What follows belongs to an exercise in optimizing a design on an open flow for small area; a production flow would make more cautious choices. The RTL was checked by simulation tests, not by an equivalence proof against the original design. The flow treats the clock pin as an ideal source, which a real chip does not have. No activity file was given, so power comes from the tool's default toggle rates.

==> design.v <==
module spi_ctrl
(
    input wire i_clk,
    input wire i_rst,
    input wire i_en,
    input wire i_miso,
    output wire o_spi_clk,
    output wire o_spi_cs_n,
    output wire [15:0] o_data,
    output wire o_status
);
reg s1, s0;
reg [3:0] bit_count;
reg [15:0] data_r;
reg [5:0] lo;
reg b6;
reg [8:0] hi;
reg latch_r;
wire recv = s0 & ~s1;
wire lo_z = (lo[4:0] == 5'd0);
wire lo_wrap = lo_z & lo[5];                  
wire [5:0] lo_step = {lo[4:0], lo[5] ^ lo[4] ^ lo_z};
wire [8:0] hi_inc;
spi_inc9 u_inc (.a(hi), .ci(lo_wrap & b6), .s(hi_inc));
wire last = (bit_count == 4'd15);
always @(posedge i_clk, posedge i_rst)
    if (i_rst) begin
        s1        <= 1'b0;
        s0        <= 1'b0;
        data_r    <= 16'd0;
        lo        <= 6'd0;
        b6        <= 1'b0;
        hi        <= 9'd0;
    end else begin
        lo        <= lo_step & {6{i_en}};
        b6        <= (b6 ^ lo_wrap) & i_en;
        hi        <= hi_inc & {9{i_en}};
        s1        <= s0 & (s1 | last);
        s0        <= s0 ? ~s1 : i_en;
        if (recv && latch_r)
            data_r <= {data_r[14:0], i_miso};
    end
always @(posedge i_clk) begin
    latch_r   <= (hi != 9'd0) && !b6 && (lo == 6'b011000);
    bit_count <= recv ? bit_count + {3'd0, latch_r} : 4'd0;
end
assign o_spi_clk = b6;
assign o_status = s1;
assign o_data = data_r;
assign o_spi_cs_n = ~recv;
endmodule
module spi_inc9(input wire [8:0] a, input wire ci, output wire [8:0] s);
wire [8:0] c;
assign c[0] = ci;
genvar i;
generate for (i = 0; i < 8; i = i + 1) begin : g
    pwm_ha u (.a(a[i]), .b(c[i]), .s(s[i]), .co(c[i+1]));
end endgenerate
assign s[8] = a[8] ^ c[8];
endmodule
module pwm_ctrl(
    input wire clk,
    input wire rst,
    input wire En,
    input wire [31:0] Ton,
    input wire [31:0] Tp,
    output wire  op,
    output wire [31:0] cnt_val,
    output wire [31:0] milli_cnt
);
reg [31:0] q_reg;
reg [31:0] q2_reg;
reg op_r;
wire milli_tick;
lfsr_prescaler #(
    .R    (17'h0e39a),
    .T    (17'h171cc),
    .MASK (17'h17dff),
    .J    (1)
) u_pre (
    .clk  (clk),
    .rst  (rst),
    .term (milli_tick)
);
wire lt_tp, lt_ton;
pwm_lt32 u_lt_tp  (.q(q_reg), .b(Tp),  .lt(lt_tp));
pwm_lt32 u_lt_ton (.q(q_reg), .b(Ton), .lt(lt_ton));
wire [31:0] q_inc, q2_inc;
pwm_inc1_32 u_inc_q (.a(q_reg), .s(q_inc));
pwm_inc32 u_inc_q2 (.a(q2_reg), .ci(milli_tick), .s(q2_inc));
wire go = En & lt_tp;
always @(posedge clk, posedge rst)
    if (rst) begin
        q_reg  <= 32'd0;
        q2_reg <= 32'd0;
        op_r   <= 1'b0;
    end else begin
        q_reg  <= q_inc & {32{go}};
        q2_reg <= q2_inc;
        op_r   <= En & lt_ton;
    end
assign op = op_r;
assign cnt_val = q_reg;
assign milli_cnt = q2_reg;
endmodule
module pwm_lt_e(input wire q, input wire b, input wire c, output wire yn);
assign yn = ~((~q & b) | ((~q | b) & c));
endmodule
module pwm_lt_o(input wire q, input wire b, input wire cn, output wire y);
assign y = ~((q | ~b) & ((q & ~b) | cn));
endmodule
module pwm_lt32(input wire [31:0] q, input wire [31:0] b, output wire lt);
wire [32:0] c;
assign c[0] = 1'b0;
assign c[1] = ~(~q[0] & b[0]);
pwm_lt_o u_o0 (.q(q[1]), .b(b[1]), .cn(c[1]), .y(c[2]));
genvar i;
generate for (i = 2; i < 32; i = i + 2) begin : g
    pwm_lt_e ue (.q(q[i]),   .b(b[i]),   .c(c[i]),    .yn(c[i+1]));
    pwm_lt_o uo (.q(q[i+1]), .b(b[i+1]), .cn(c[i+1]), .y(c[i+2]));
end endgenerate
assign lt = c[32];
endmodule
module pwm_ha(input wire a, input wire b, output wire s, output wire co);
assign {co, s} = a + b;
endmodule
module pwm_inc32(input wire [31:0] a, input wire ci, output wire [31:0] s);
wire [32:0] c;
assign c[0] = ci;
genvar i;
generate for (i = 0; i < 31; i = i + 1) begin : g
    pwm_ha u (.a(a[i]), .b(c[i]), .s(s[i]), .co(c[i+1]));
end endgenerate
assign s[31] = a[31] ^ c[31];
endmodule
module pwm_inc1_32(input wire [31:0] a, output wire [31:0] s);
wire [31:0] c;
assign s[0] = ~a[0];
assign c[1] = a[0];
genvar i;
generate for (i = 1; i < 31; i = i + 1) begin : g
    pwm_ha u (.a(a[i]), .b(c[i]), .s(s[i]), .co(c[i+1]));
end endgenerate
assign s[31] = a[31] ^ c[31];
endmodule
module sevensegment(clk, reset, temp1, temp2, temp3, temp4, seg_out, seg_clk, anode);
input clk;
input reset;
input [3:0] temp1;
input [3:0] temp2;
input [3:0] temp3;
input [3:0] temp4;
output reg seg_clk;
output reg [6:0] seg_out;
output reg [3:0] anode;
wire term;
lfsr_prescaler #(
    .R    (17'h04da4),
    .T    (17'h126d6),
    .MASK (17'h17ffb),
    .J    (3)
) u_pre (
    .clk  (clk),
    .rst  (reset),
    .term (term)
);
wire seg_tick = term & ~seg_clk;
wire first = anode[3] & anode[2] & anode[1];
wire shown = ~(first & anode[0]);
reg [3:0] bcd;       
reg [3:0] disp;      
wire [3:0] sel = ({4{first}}     & temp1) |
                 ({4{~anode[3]}} & temp2) |
                 ({4{~anode[2]}} & temp3) |
                 ({4{~anode[1]}} & temp4);
always @(posedge clk, posedge reset)
    if (reset) begin
        seg_clk <= 1'b0;
    end else if (term) begin
        seg_clk <= ~seg_clk;
    end
always @(posedge clk, posedge reset)
    if (reset) begin
        bcd   <= 4'b0000;
        anode <= 4'b1111;
    end else if (seg_tick) begin
        bcd   <= sel;
        anode <= {~first, anode[3:1]};
    end
always @(posedge clk)
    if (seg_tick) disp <= bcd;
wire [6:0] dec = (disp == 4'd1) ? 7'b111_1001 :
                 (disp == 4'd2) ? 7'b010_0100 :
                 (disp == 4'd3) ? 7'b011_0000 :
                 (disp == 4'd4) ? 7'b001_1001 :
                 (disp == 4'd5) ? 7'b001_0010 :
                 (disp == 4'd6) ? 7'b000_0010 :
                 (disp == 4'd7) ? 7'b111_1000 :
                 (disp == 4'd8) ? 7'b000_0000 :
                 (disp == 4'd9) ? 7'b001_0000 :
                                  7'b100_0000;
always @* seg_out = (first & anode[0]) ? 7'b111_1111 : dec;
endmodule
module temp_ctrl_periph (
    input  wire        clk,
    input  wire        rst,
    input  wire        spi_en,
    input  wire        spi_miso,
    output wire        spi_clk,
    output wire        spi_cs_n,
    output wire [15:0] spi_data,
    output wire        spi_status,
    input  wire        pwm_en,
    input  wire [31:0] pwm_ton,
    input  wire [31:0] pwm_tp,
    output wire        pwm_out,
    output wire [31:0] pwm_cnt,
    output wire [31:0] pwm_milli_cnt,
    input  wire [3:0]  disp_d0,
    input  wire [3:0]  disp_d1,
    input  wire [3:0]  disp_d2,
    input  wire [3:0]  disp_d3,
    output wire [6:0]  seg_out,
    output wire        seg_clk,
    output wire [3:0]  anode
);
spi_ctrl u_spi (
    .i_clk      (clk),
    .i_rst      (rst),
    .i_en       (spi_en),
    .i_miso     (spi_miso),
    .o_spi_clk  (spi_clk),
    .o_spi_cs_n (spi_cs_n),
    .o_data     (spi_data),
    .o_status   (spi_status)
);
pwm_ctrl u_pwm (
    .clk       (clk),
    .rst       (rst),
    .En        (pwm_en),
    .Ton       (pwm_ton),
    .Tp        (pwm_tp),
    .op        (pwm_out),
    .cnt_val   (pwm_cnt),
    .milli_cnt (pwm_milli_cnt)
);
sevensegment u_seg (
    .clk     (clk),
    .reset   (rst),
    .temp1   (disp_d0),
    .temp2   (disp_d1),
    .temp3   (disp_d2),
    .temp4   (disp_d3),
    .seg_out (seg_out),
    .seg_clk (seg_clk),
    .anode   (anode)
);
endmodule
module lfsr_prescaler #(
    parameter [16:0] R    = 17'h0,
    parameter [16:0] T    = 17'h0,
    parameter [16:0] MASK = 17'h1ffff,
    parameter integer J   = 0
) (
    input  wire clk,
    input  wire rst,
    output wire term
);
reg  [16:0] s;
wire [16:0] step = {s[15:0], s[16] ^ s[2]};
assign term = ((s ^ T) & MASK) == 17'b0;
integer i;
reg [16:0] nxt;
always @* begin
    nxt = step;
    if (term) nxt[J] = R[J];
end
always @(posedge clk, posedge rst)
    if (rst) s <= R;
    else     s <= nxt;
endmodule
==> flow/run.sh <==
#!/bin/bash
# The standard layout with these changes: the port buffers are the smallest
# buffer (buf_1); after floorplan every logic cell is set to drive strength 1
# (repair_design and repair_timing size up what needs it); clock tree
# synthesis adds no dummy loads, and clock buffers whose flip-flops would see
# too slow a clock edge are made stronger (post_cts.tcl).
set -euo pipefail
here=$(pwd)
export BUFFER_PORTS_ARGS="-buffer_cell sky130_fd_sc_hd__buf_1"
export POST_FLOORPLAN_TCL="$here/flow/downsize.tcl"
export POST_CTS_TCL="$here/flow/post_cts.tcl"
export CTS_ARGS="-sink_clustering_enable -repair_clock_nets -dont_use_dummy_load -buf_list {$(cat flow/cts_bufs)} $(cat flow/cts_extra 2>/dev/null || true)"
bash standard.sh > standard.log 2>&1
==> flow/cts_bufs <==
sky130_fd_sc_hd__clkbuf_4
==> flow/cts_extra <==
-sink_clustering_size 10
==> flow/downsize.tcl <==
# After synthesis and floorplan: put every logic cell at its smallest drive
# strength (X_1), leaving repair_design and repair_timing to size up what the
# layout needs.
set n 0
foreach inst [get_cells *] {
  set m [get_property $inst ref_name]
  if {[regexp {^(sky130_fd_sc_hd__[a-z0-9]+)_([0-9]+)$} $m -> base d]} {
    if {$d == 1 || [string match *tap* $base] || [string match *conb* $base]} { continue }
    set lc [get_lib_cells -quiet ${base}_1]
    if {$lc eq ""} { continue }
    if {[catch {replace_cell $inst $lc} err]} { puts "downsize: $inst $m: $err"; continue }
    incr n
  }
}
puts "downsize: $n cells set to drive strength 1"
==> flow/post_cts.tcl <==
estimate_parasitics -placement
set big [get_lib_cells sky130_fd_sc_hd__clkbuf_8]
set n 0
foreach inst [get_cells *] {
  set m [get_property $inst ref_name]
  if {$m ne "sky130_fd_sc_hd__clkbuf_4"} { continue }
  set out [get_pins -of_objects $inst -filter "direction==output"]
  set net [get_nets -of_objects $out]
  set mx 0
  foreach p [get_pins -of_objects $net -filter "direction==input"] {
    set s [get_property $p slew_max]
    if {$s > $mx} { set mx $s }
  }
  if {$mx > 0.118} {
    replace_cell $inst $big
    incr n
  }
}
puts "post_cts: $n clock buffers set to clkbuf_8"
if {$n > 0} {
  detailed_placement
  check_placement -verbose
  estimate_parasitics -placement
}
==> standard.sh <==
#!/bin/bash
# synth_recipe.tcl (not shown) runs the flow's synth.tcl, then flattens the netlist and writes it again
# the make line also repeats each setting of config.mk as NAME=value (left out here)
make -C /OpenROAD-flow-scripts/flow DESIGN_CONFIG=/design/flow/config.mk WORK_HOME=/design/flow/orfs CLKGATE_MAP_FILE= SYNTH_SCRIPT=/design/flow/synth_recipe.tcl "${@:-finish}"
==> config.mk <==
export PLATFORM = sky130hd
export DESIGN_NAME = temp_ctrl_periph
export DESIGN_NICKNAME = temp_ctrl_periph
export VERILOG_FILES = /design/flow/design.v
export SDC_FILE = /design/flow/constraint.sdc
export NUM_CORES = 4
export LEC_CHECK = 0
export CAP_MARGIN = 20
export CORE_MARGIN = 2
export CORE_UTILIZATION = 70
export PLACE_DENSITY = 0.9
export SLEW_MARGIN = 20
export SYNTH_HIERARCHICAL = 1
==> constraint.sdc <==
create_clock -name core_clock -period 10.0 [get_ports {clk}]
set_input_delay 2.0000 -clock core_clock [delete_from_list [all_inputs] [get_ports {clk}]]
set_output_delay 2.0000 -clock core_clock [all_outputs]
set_load 0.01 [all_outputs]
==> results of run 1 <==
-- layer usage --
metal / part of all wire / up-vias
met5: 0 / -
met3: 0.061 / 28
met2: 0.51 / 161
li1: - / 2420
met4: 0.020 / 0
met1: 0.41 / 2389
-- report_power, final --
part	internal (mW)	switching, mW	total, mW
logic	0.0160	0.0276	0.0436
clock network	0.0921	0.167	0.259
registers	0.614	0.00264	0.617
-- Yosys cell counts, types with 2 or more instances --
cell type  instances
dfxtp_1            5
inv_1             14
o21ai_0            5
or4bb_1            2
buf_6              3
xor2_1             9
mux2_2             8
and3_2            30
nor2b_1            2
nand2b_1           3
a31oi_1            4
o21a_1            62
edfxtp_1           4
dfrtp_1          122
nand4b_1           3
a21oi_1            3
mux2_4            10
nor2_1            71
buf_2              5
xnor2_1            3
clkbuf_2           3
nand3_1            5
a222oi_1           4
nor4_1             3
dfstp_2           20
nand2_1           71
nor3_1             3
ha_1              73
and2_1            18
and3_1             3
-- final cells by class --
cell class / count / area share
clock buffers: 17 / 0.0188
inverters: 14 / 0.00675
well taps: 133 / 0.0214
repair buffers: 182 / 0.0889
flip-flops and latches: 151 / 0.488
multi-input cells: 413 / 0.376
-- placed cells by master, fill, tap and decap left out, types with 14 or more instances in the layout --
master    Yosys  final
nor2_1       71     71
and3_1        3     33
and2_1       18     18
ha_1         73     73
dfrtp_1     122    122
clkbuf_4      0     14
o21a_1       62     61
dfstp_1       0     20
mux2_1        0     18
buf_1         0    179
nand2_1      71     73
-- worst paths after layout --
check                                                  from                           to  cells after the start
worst max-delay path                              pwm_tp[0]    u_pwm.q_reg[11]$_DFF_PP0_                     65
worst min-delay path            u_seg.u_pre.s[15]$_DFF_PP0_  u_seg.u_pre.s[16]$_DFF_PP0_                      0
worst max register to register     u_pwm.q_reg[0]$_DFF_PP0_    u_pwm.q_reg[11]$_DFF_PP0_                     64
worst min register to register  u_seg.u_pre.s[15]$_DFF_PP0_  u_seg.u_pre.s[16]$_DFF_PP0_                      0
max in group asynchronous                               rst   u_pwm.q2_reg[25]$_DFF_PP0_                      3
min in group asynchronous                               rst     u_seg.bcd[0]$_DFFE_PP0P_                      2
-- cell families after synthesis --
kind of cell             Yosys count  synth area share
XOR/XNOR                          12            0.0151
multiplexers                      18            0.0344
flip-flops                       151             0.544
buffers and inverters             28            0.0219
AND/OR/NAND/NOR                  225             0.162
adder cells (fa/ha/maj)           73             0.131
AO/OA/AOI/OAI                     85            0.0916
-- through the flow --
stage | area [um2] | setup slack [ps]
floorplan | 6980 | 1100
global placement | 7620 | 556
detailed placement | 7620 | 264
global route | 7780 | 68.9
finish | 7780 | 939
-- Yosys stat by module, one instance, submodules excluded, excerpt --
module / flip-flops and latches / cells / times used / area (um2)
sevensegment: 13 / 71 / 1 / 717
pwm_inc32: 0 / 1 / 1 / 8.76
spi_ctrl: 39 / 104 / 1 / 1510
pwm_ctrl: 65 / 105 / 1 / 1900
pwm_lt_e: 0 / 3 / 30 / 15.0
pwm_ha: 0 / 1 / 69 / 12.5
pwm_inc1_32: 0 / 2 / 1 / 12.5
pwm_lt32: 0 / 1 / 2 / 6.26
pwm_lt_o: 0 / 3 / 32 / 15.0
spi_inc9: 0 / 1 / 1 / 8.76
-- critical path: cells and delay by family --
family | cells | cell delay [ps]
and+or+nand+nor | 33 | 2210
AOI/OAI and AO/OA | 31 | 5010
buffers and inverters | 1 | 70
==> reports/metrics.yaml, run 1 <==
status: "timing/DRC/antenna clean"
fill_cells: 629
die_width_um: 104
hpwl_um: 10400
gp_congestion: 0.879
critPathSlowestCell: "o21a_4"
synth_top_cell_by_area: "dfrtp_1"
final.min_clock_period_ps: 9060
powerDensity_nw_per_um2: 118
grt_pass1_vias: 5012
setup_viol: 0
ios: 181
p_leak_nw: 4.07
finalCritPeriodShare: 0.906
whs_ps: 367
ys.warnings.count: 11
seqCellArea_um2: 3800
postSynthNetCount: 750
synthDistinctLibCells: 51
core_um2: 9730
cts_tree: "yes"
grt_pass1_wl_um: 23000
synth_seq_cells: 151
firstDrtPassIters: 5
die_h_um: 104
finalClockSkew_ps: 29.6
drv_cap: 0
routed_wl_um: 13300
wl_per_cell_um: 14.6
slew_headroom: 0.470
synth_edf_count: 4
rsz0062_at_grt: "false"
worst_pin_slew_ps: 796
placed_cells: 893
first_iter_violations: 392
nets: 937
grt_use_met2: 0.455
multiInputGateArea_um2: 2920
antenna_found_initial: 0
busiest_layer: "met2"
worst-endpoint-required_ps: 10270
irDropWorstVdd_uv: 95.1
netlist_area_um2: 6980
globalRoute.totalOverflow: 0
hold_violations: 0
cp_max_fo: 32
rows: 36
ys_seq_area_frac: 0.544
hold_class: "flip-flop to flip-flop"
finalMaxSlewViolations: 0
setup-tns-final_ps: 0
syn_to_final_growth_pct: 11.5
grt_util_met1: 0.326
finalPower_mw: 0.920
critPathArrivalTime_ps: 9340
fmax_ghz: 0.110
fin_cells: 910
dieArea_um2: 10800
grt_max_degree: 66
route.detailed.drc: 0
synthTopCellsByArea: "dfrtp_1, ha_1, dfstp_2"
drive_above_1_share: 0.0296
vias: 4998
initial_core_util: 0.717
synth_top_area_frac: 0.438
crit_type: "primary input to flip-flop"
cp_common_cell: "nor2_1"
clk_pin_slew_ps: 100
fin_util: 0.800
track_usage: 0.266
clock-sinks: 151
regToRegSetupSlack_ps: 2100
grt_util_met3: 0.0623
syn_inst: 592
async_flop_share: 0.940
detail-route-antenna-nets: 0
vias_per_cell: 5.49
crit_path_end_kind: "flip-flop"
io_buffers: 180
diodes: 0
synth_ff_type: "dfrtp_1"
avgSynthCellArea_um2: 11.8
slowest_delay_ps: 290
crit_path_start_kind: "primary input"
clock_latency_ps: 410
==> run 2: changes to the inputs <==
--- a/config.mk
+++ b/config.mk
@@ -9,4 +9,3 @@
 export CORE_MARGIN = 2
-export CORE_UTILIZATION = 70
-export PLACE_DENSITY = 0.9
+export CORE_UTILIZATION = 60
 export SLEW_MARGIN = 20
==> reports/metrics.yaml, run 2 <==
path_depth: 65
crit_path_end_kind: "flip-flop"
track_usage: 0.209
grt_pass1_vias: 4578
nets: 937
finalMaxSlewViolations: 0
vias_per_cell: 5.29
fill_cells: 900
ys.warnings.count: 11
hold_class: "flip-flop to flip-flop"
p_leak_nw: 4.07
ios: 181
dieArea_um2: 12500
worst_pin_slew_ps: 1040
fmax_ghz: 0.110
syn_to_final_growth_pct: 11.6
crit_path_start_kind: "primary input"
rows: 39
r2r_cells: 64
power.share.clock: 0.282
critPathTopFamily: "compound AO/OA/AOI/OAI gates"
slowest_delay_ps: 360
crit_type: "primary input to flip-flop"
die_width_um: 112
wl_per_cell_um: 13.5
setup_viol: 0
whs_path_depth: 0
drive_above_1_share: 0.0296
hpwl_um: 9760
comb_power_share: 0.047
globalRoute.totalOverflow: 0
synth_edf_count: 4
sw_frac_of_total: 0.214
synth_top_cell_by_area: "dfrtp_1"
synthTopCellsByArea: "dfrtp_1, ha_1, dfstp_2"
worst-endpoint-required_ps: 10280
finalClockSkew_ps: 27.8
synth_seq_cells: 151
synth_top_area_frac: 0.438
first_iter_violations: 257
initial_core_util: 0.614
setup-tns-final_ps: 0
path_buf_inv: 1
hold_violations: 0
netlist_area_um2: 6980
grt_max_degree: 66
firstDrtPassIters: 5
clock-sinks: 151
final.min_clock_period_ps: 9060
layout_common_cells: "buf_1, dfrtp_1, ha_1, nand2_1, nor2_1"
cp_max_fo: 32
grt_pass1_wl_um: 21000
diodes: 0
critPathSlowestCell: "o21a_2"
power_frac_seq: 0.671
rsz0062_at_grt: "false"
postSynthNetCount: 750
antenna_found_initial: 0
drv_cap: 0
powerDensity_nw_per_um2: 118
synth_common_cells: "dfrtp_1, ha_1, nand2_1, nor2_1, o21a_1"
clock_latency_ps: 410
vias: 4864
status: "timing/DRC/antenna clean"
slew_headroom: 0.306
critPathArrivalTime_ps: 9340
finalCritPeriodShare: 0.906
internal_power_mw: 0.722
detail-route-antenna-nets: 0
layout_commonest_cell: "buf_1"
irDropWorstVdd_uv: 115
ys_seq_area_frac: 0.544
cts_tree: "yes"
p_switching_mw: 0.197
fin_util: 0.685
routed_wl_um: 12500
syn_inst: 592
async_flop_share: 0.940
io_buffers: 180
clk_pin_slew_ps: 90
synthDistinctLibCells: 51
die_h_um: 112
core_um2: 11400
yosysMostFrequentCell: "dfrtp_1"
route.detailed.drc: 0
cp_common_cell: "nor2_1"
synth_ff_type: "dfrtp_1"
avgSynthCellArea_um2: 11.8
gp_congestion: 0.837
[run 2: cell families (layout without fill, tap and decap cells)]
kind of cell | after synthesis | in the layout | synth area share
xor+xnor | 12 | 12 | 0.0151
buf+inv | 28 | 213 | 0.0219
fa+ha+maj | 73 | 73 | 0.131
mux | 18 | 18 | 0.0344
compound gates | 85 | 85 | 0.0916
flops | 151 | 151 | 0.544
simple gates | 225 | 225 | 0.162
[run 2: per-layer routing]
layer,share of wire,routed length (um),track usage,up-vias
met4,0.015,192,0.0708,0
met5,0,0,0,-
met2,0.49,6100,0.347,132
li1,-,-,-,2412
met3,0.057,716,0.0523,14
met1,0.44,5440,0.271,2306
[run 2: per-module statistics from Yosys (local to each module, per instance), a selection]
module / flops+latches / cells inside / times used
pwm_ctrl: 65 / 105 / 1
spi_ctrl: 39 / 104 / 1
sevensegment: 13 / 71 / 1
pwm_lt_e: 0 / 3 / 30
pwm_lt_o: 0 / 3 / 32
pwm_ha: 0 / 1 / 69
pwm_inc1_32: 0 / 2 / 1
pwm_inc32: 0 / 1 / 1
spi_inc9: 0 / 1 / 1
pwm_lt32: 0 / 1 / 2
[run 2: worst paths after layout]
path                                               endpoint  slack [ps]                   startpoint
worst max-delay path              u_pwm.q_reg[30]$_DFF_PP0_         940                    pwm_tp[0]
worst min-delay path            u_seg.u_pre.s[16]$_DFF_PP0_         340  u_seg.u_pre.s[15]$_DFF_PP0_
worst max register to register    u_pwm.q_reg[30]$_DFF_PP0_        2100     u_pwm.q_reg[0]$_DFF_PP0_
worst min register to register  u_seg.u_pre.s[16]$_DFF_PP0_         340  u_seg.u_pre.s[15]$_DFF_PP0_
max in group asynchronous          u_pwm.q_reg[9]$_DFF_PP0_        7570                          rst
min in group asynchronous          u_seg.bcd[2]$_DFFE_PP0P_        1610                          rst
[run 2: layout make-up]
class	count	area [um2]	share of cell area
well taps	143	179	0.0230
multi-input cells	413	2920	0.375
repair buffers	182	691	0.0887
flip-flops and latches	151	3800	0.488
inverters	14	52.6	0.00675
clock buffers	17	146	0.0188
[run 2: per-stage QoR]
step / instances / hold slack, ps / worst slack, ps / cell area [um2] / power (mW)
global placement: 903 / 340 / 463 / 7630 / 0.671
global route: 920 / 360 / 11.0 / 7790 / 0.963
detailed placement: 903 / 339 / 301 / 7630 / 0.673
floorplan: 592 / 331 / 1100 / 6980 / 0.653
finish: 920 / 339 / 936 / 7790 / 0.919
[run 2: worst reg2reg max path: cells and delay by family, from the launching register on]
family | cells | cell delay, ps
simple gates | 33 | 2410
compound gates | 31 | 4950
flops | 1 | 440
[run 2: power by group through the flow]
| stage | Clock [mW] | Combinational (mW) | Sequential, mW |
|---|---|---|---|
| floorplan | 0 | 0.0236 | 0.629 |
| global placement | 0 | 0.0426 | 0.629 |
| detailed placement | 0 | 0.0440 | 0.629 |
| global route | 0.294 | 0.0508 | 0.617 |
| finish | 0.260 | 0.0431 | 0.617 |
==> run 3: changes to the inputs <==
--- a/config.mk
+++ b/config.mk
@@ -10,2 +10,4 @@
 export CORE_UTILIZATION = 60
+export GPL_ROUTABILITY_DRIVEN = 0
+export GPL_TIMING_DRIVEN = 0
 export SLEW_MARGIN = 20
==> reports/metrics.yaml, run 3 <==
wl_per_cell_um: 13.4
hold_violations: 0
globalRoute.totalOverflow: 0
irDropWorstVdd_uv: 111
hpwl_um: 9960
comb_power_share: 0.049
synthTopCellsByArea: "dfrtp_1, ha_1, dfstp_2"
detail-route-antenna-nets: 0
rows: 39
layout_commonest_cell: "buf_1"
fmax_ghz: 0.109
post_dp_cell_area_um2: 7700
finalCritPeriodShare: 0.917
status: "timing/DRC/antenna clean"
crit_path_start_kind: "primary input"
finalPower_mw: 0.919
clock_latency_ps: 400
clock-sinks: 151
synth_common_cells: "dfrtp_1, ha_1, nand2_1, nor2_1, o21a_1"
grt_max_degree: 63
crit_path_end_kind: "flip-flop"
avgSynthCellArea_um2: 11.8
power_frac_seq: 0.671
die_width_um: 112
synth_edf_count: 4
grt_pass1_wl_um: 21500
die_h_um: 112
synth_top_cell_by_area: "dfrtp_1"
hold_class: "flip-flop to flip-flop"
initial_core_util: 0.614
drive_above_1_share: 0.0316
routed_wl_um: 12500
io_buffers: 180
whs_ps: 327
async_flop_share: 0.940
postSynthNetCount: 750
worst-endpoint-required_ps: 10270
powerDensity_nw_per_um2: 117
vias: 4938
first_iter_violations: 264
ios: 181
firstDrtPassIters: 5
synth_ff_type: "dfrtp_1"
grt_pass1_vias: 4657
p_switching_mw: 0.196
slew_headroom: 0.550
ys_seq_area_frac: 0.544
layout_common_cells: "buf_1, dfrtp_1, ha_1, nand2_1, nor2_1"
fin_area_um2: 7860
crit_type: "primary input to flip-flop"
ys.warnings.count: 11
rsz0062_at_grt: "true"
final.min_clock_period_ps: 9170
finalMaxSlewViolations: 0
clk_pin_slew_ps: 100
netlist_area_um2: 6980
diodes: 0
worst_pin_slew_ps: 674
synthDistinctLibCells: 51
finalClockSkew_ps: 29.5
placed_cells: 916
yosysMostFrequentCell: "dfrtp_1"
cts_tree: "yes"
synth_top_area_frac: 0.438
antenna_found_initial: 0
power.share.clock: 0.280
critPathSlowestCell: "o21a_2"
track_usage: 0.214
nets: 950
setup_viol: 0
synth_seq_cells: 151
fill_cells: 896
sw_frac_of_total: 0.213
drv_cap: 0
vias_per_cell: 5.29
dieArea_um2: 12500
p_leak_nw: 4.09
cp_max_fo: 10
core_um2: 11400
syn_to_final_growth_pct: 12.6
syn_inst: 592
internal_power_mw: 0.723
route.detailed.drc: 0
fin_cells: 933
slowest_delay_ps: 230
critPathArrivalTime_ps: 9440
-- run 3: cell count changes in the layout (fill, tap and decap cells not counted), sizes merged --
cell    previous run  this run
clkbuf            17        21
buf              182       191
-- run 3: area by class of cell --
| cell class | instances | area, um2 | area share |
|---|---|---|---|
| Tap cell | 143 | 179 | 0.0228 |
| Buffer | 14 | 58.8 | 0.00748 |
| Multi-Input combinational cell | 413 | 2920 | 0.371 |
| Clock buffer | 17 | 146 | 0.0186 |
| Inverter | 14 | 55.1 | 0.00701 |
| Timing Repair Buffer | 181 | 703 | 0.0895 |
| Sequential cell | 151 | 3800 | 0.483 |
-- run 3: kinds of logic after synthesis --
family          after synthesis  synth area share
flops                       151             0.544
fa+ha+maj                    73             0.131
mux                          18            0.0344
xor+xnor                     12            0.0151
compound gates               85            0.0916
simple gates                225             0.162
buf+inv                      28            0.0219
-- run 3: Yosys stat by module, one instance, submodules excluded, excerpt --
module / times used / cell area (um2) / cells
pwm_ctrl: 1 / 1900 / 105
sevensegment: 1 / 717 / 71
pwm_lt32: 2 / 6.26 / 1
pwm_inc32: 1 / 8.76 / 1
spi_ctrl: 1 / 1510 / 104
pwm_lt_o: 32 / 15.0 / 3
spi_inc9: 1 / 8.76 / 1
pwm_ha: 69 / 12.5 / 1
pwm_inc1_32: 1 / 12.5 / 2
pwm_lt_e: 30 / 15.0 / 3
-- run 3: final timing paths --
check / startpoint / end / slack [ps] / cells after the start
setup / recovery: pwm_tp[0] / u_pwm.q_reg[22]$_DFF_PP0_ / 830 / 66
min in group asynchronous: rst / u_pwm.q2_reg[0]$_DFF_PP0_ / 1550 / 2
hold / removal: u_seg.u_pre.s[15]$_DFF_PP0_ / u_seg.u_pre.s[16]$_DFF_PP0_ / 330 / 0
setup reg to reg: u_pwm.q_reg[0]$_DFF_PP0_ / u_pwm.q_reg[22]$_DFF_PP0_ / 2030 / 65
hold reg to reg: u_seg.u_pre.s[15]$_DFF_PP0_ / u_seg.u_pre.s[16]$_DFF_PP0_ / 330 / 0
max in group asynchronous: rst / u_spi.hi[3]$_DFF_PP0_ / 7740 / 2
-- run 3: metal layers --
metal	wire, um	part of all wire	vias to the layer above	GRT usage
li1	-	-	2444	-
met1	5530	0.44	2329	0.277
met2	6030	0.48	143	0.355
met3	753	0.060	22	0.0501
met4	219	0.017	0	0.0815
met5	0	0	-	0
-- run 3: critical path, delay by kind of cell --
kind	cells	cell delay, ps
and+or+nand+nor	33	2170
AOI/OAI and AO/OA	31	4990
buffers and inverters	2	240
-- run 3: metrics by stage --
stage	setup WS (ps)	setup TNS (ps)	util
5_1_grt	-8.05	-8.05	0.691
6_report	827	0	0.691
2_1_floorplan	1100	0	-
3_3_place_gp	555	0	0.675
3_5_place_dp	401	0	0.677
-- run 3: power by group through the flow --
stage	combinational [mW]	clock (mW)	sequential (mW)
after global routing	0.0529	0.295	0.617
after detailed placement	0.0455	0	0.629
final	0.0447	0.257	0.617
after global placement	0.0425	0	0.629
after floorplan	0.0236	0	0.629

==> what the ideal ports hide <==
No port has a modelled driver above. Below, the same layouts with a new extraction and two added sets of constraints. Step 1 assumes that a clkbuf_16 drives the clock port and a buf_2 every other input. Step 2 moves the port delays by t, midway between the first and last clock arrival at a register: inputs arrive t later, outputs are due t later. That takes back most of the time a late clock gives input paths. Slacks: ideal ports / drivers / drivers and shift; pairs: ideal ports / drivers.
run | t, ns | setup WS [ns] | hold WS [ns] | worst data-port slew with drivers (ns)
run 1 | 0.423 | 0.939 / 0.944 / 0.521 | 0.367 / 0.367 / 0.367 | 0.06
run 2 | 0.427 | 0.936 / 0.946 / 0.519 | 0.339 / 0.339 / 0.339 | 0.05
run 3 | 0.417 | 0.827 / 0.833 / 0.416 | 0.327 / 0.327 / 0.327 | 0.05
After both steps setup and hold are still met in every run listed. For run 1, which loses most, drivers alone change the setup slack by +0.005 ns; drivers and shift together by -0.418 ns.
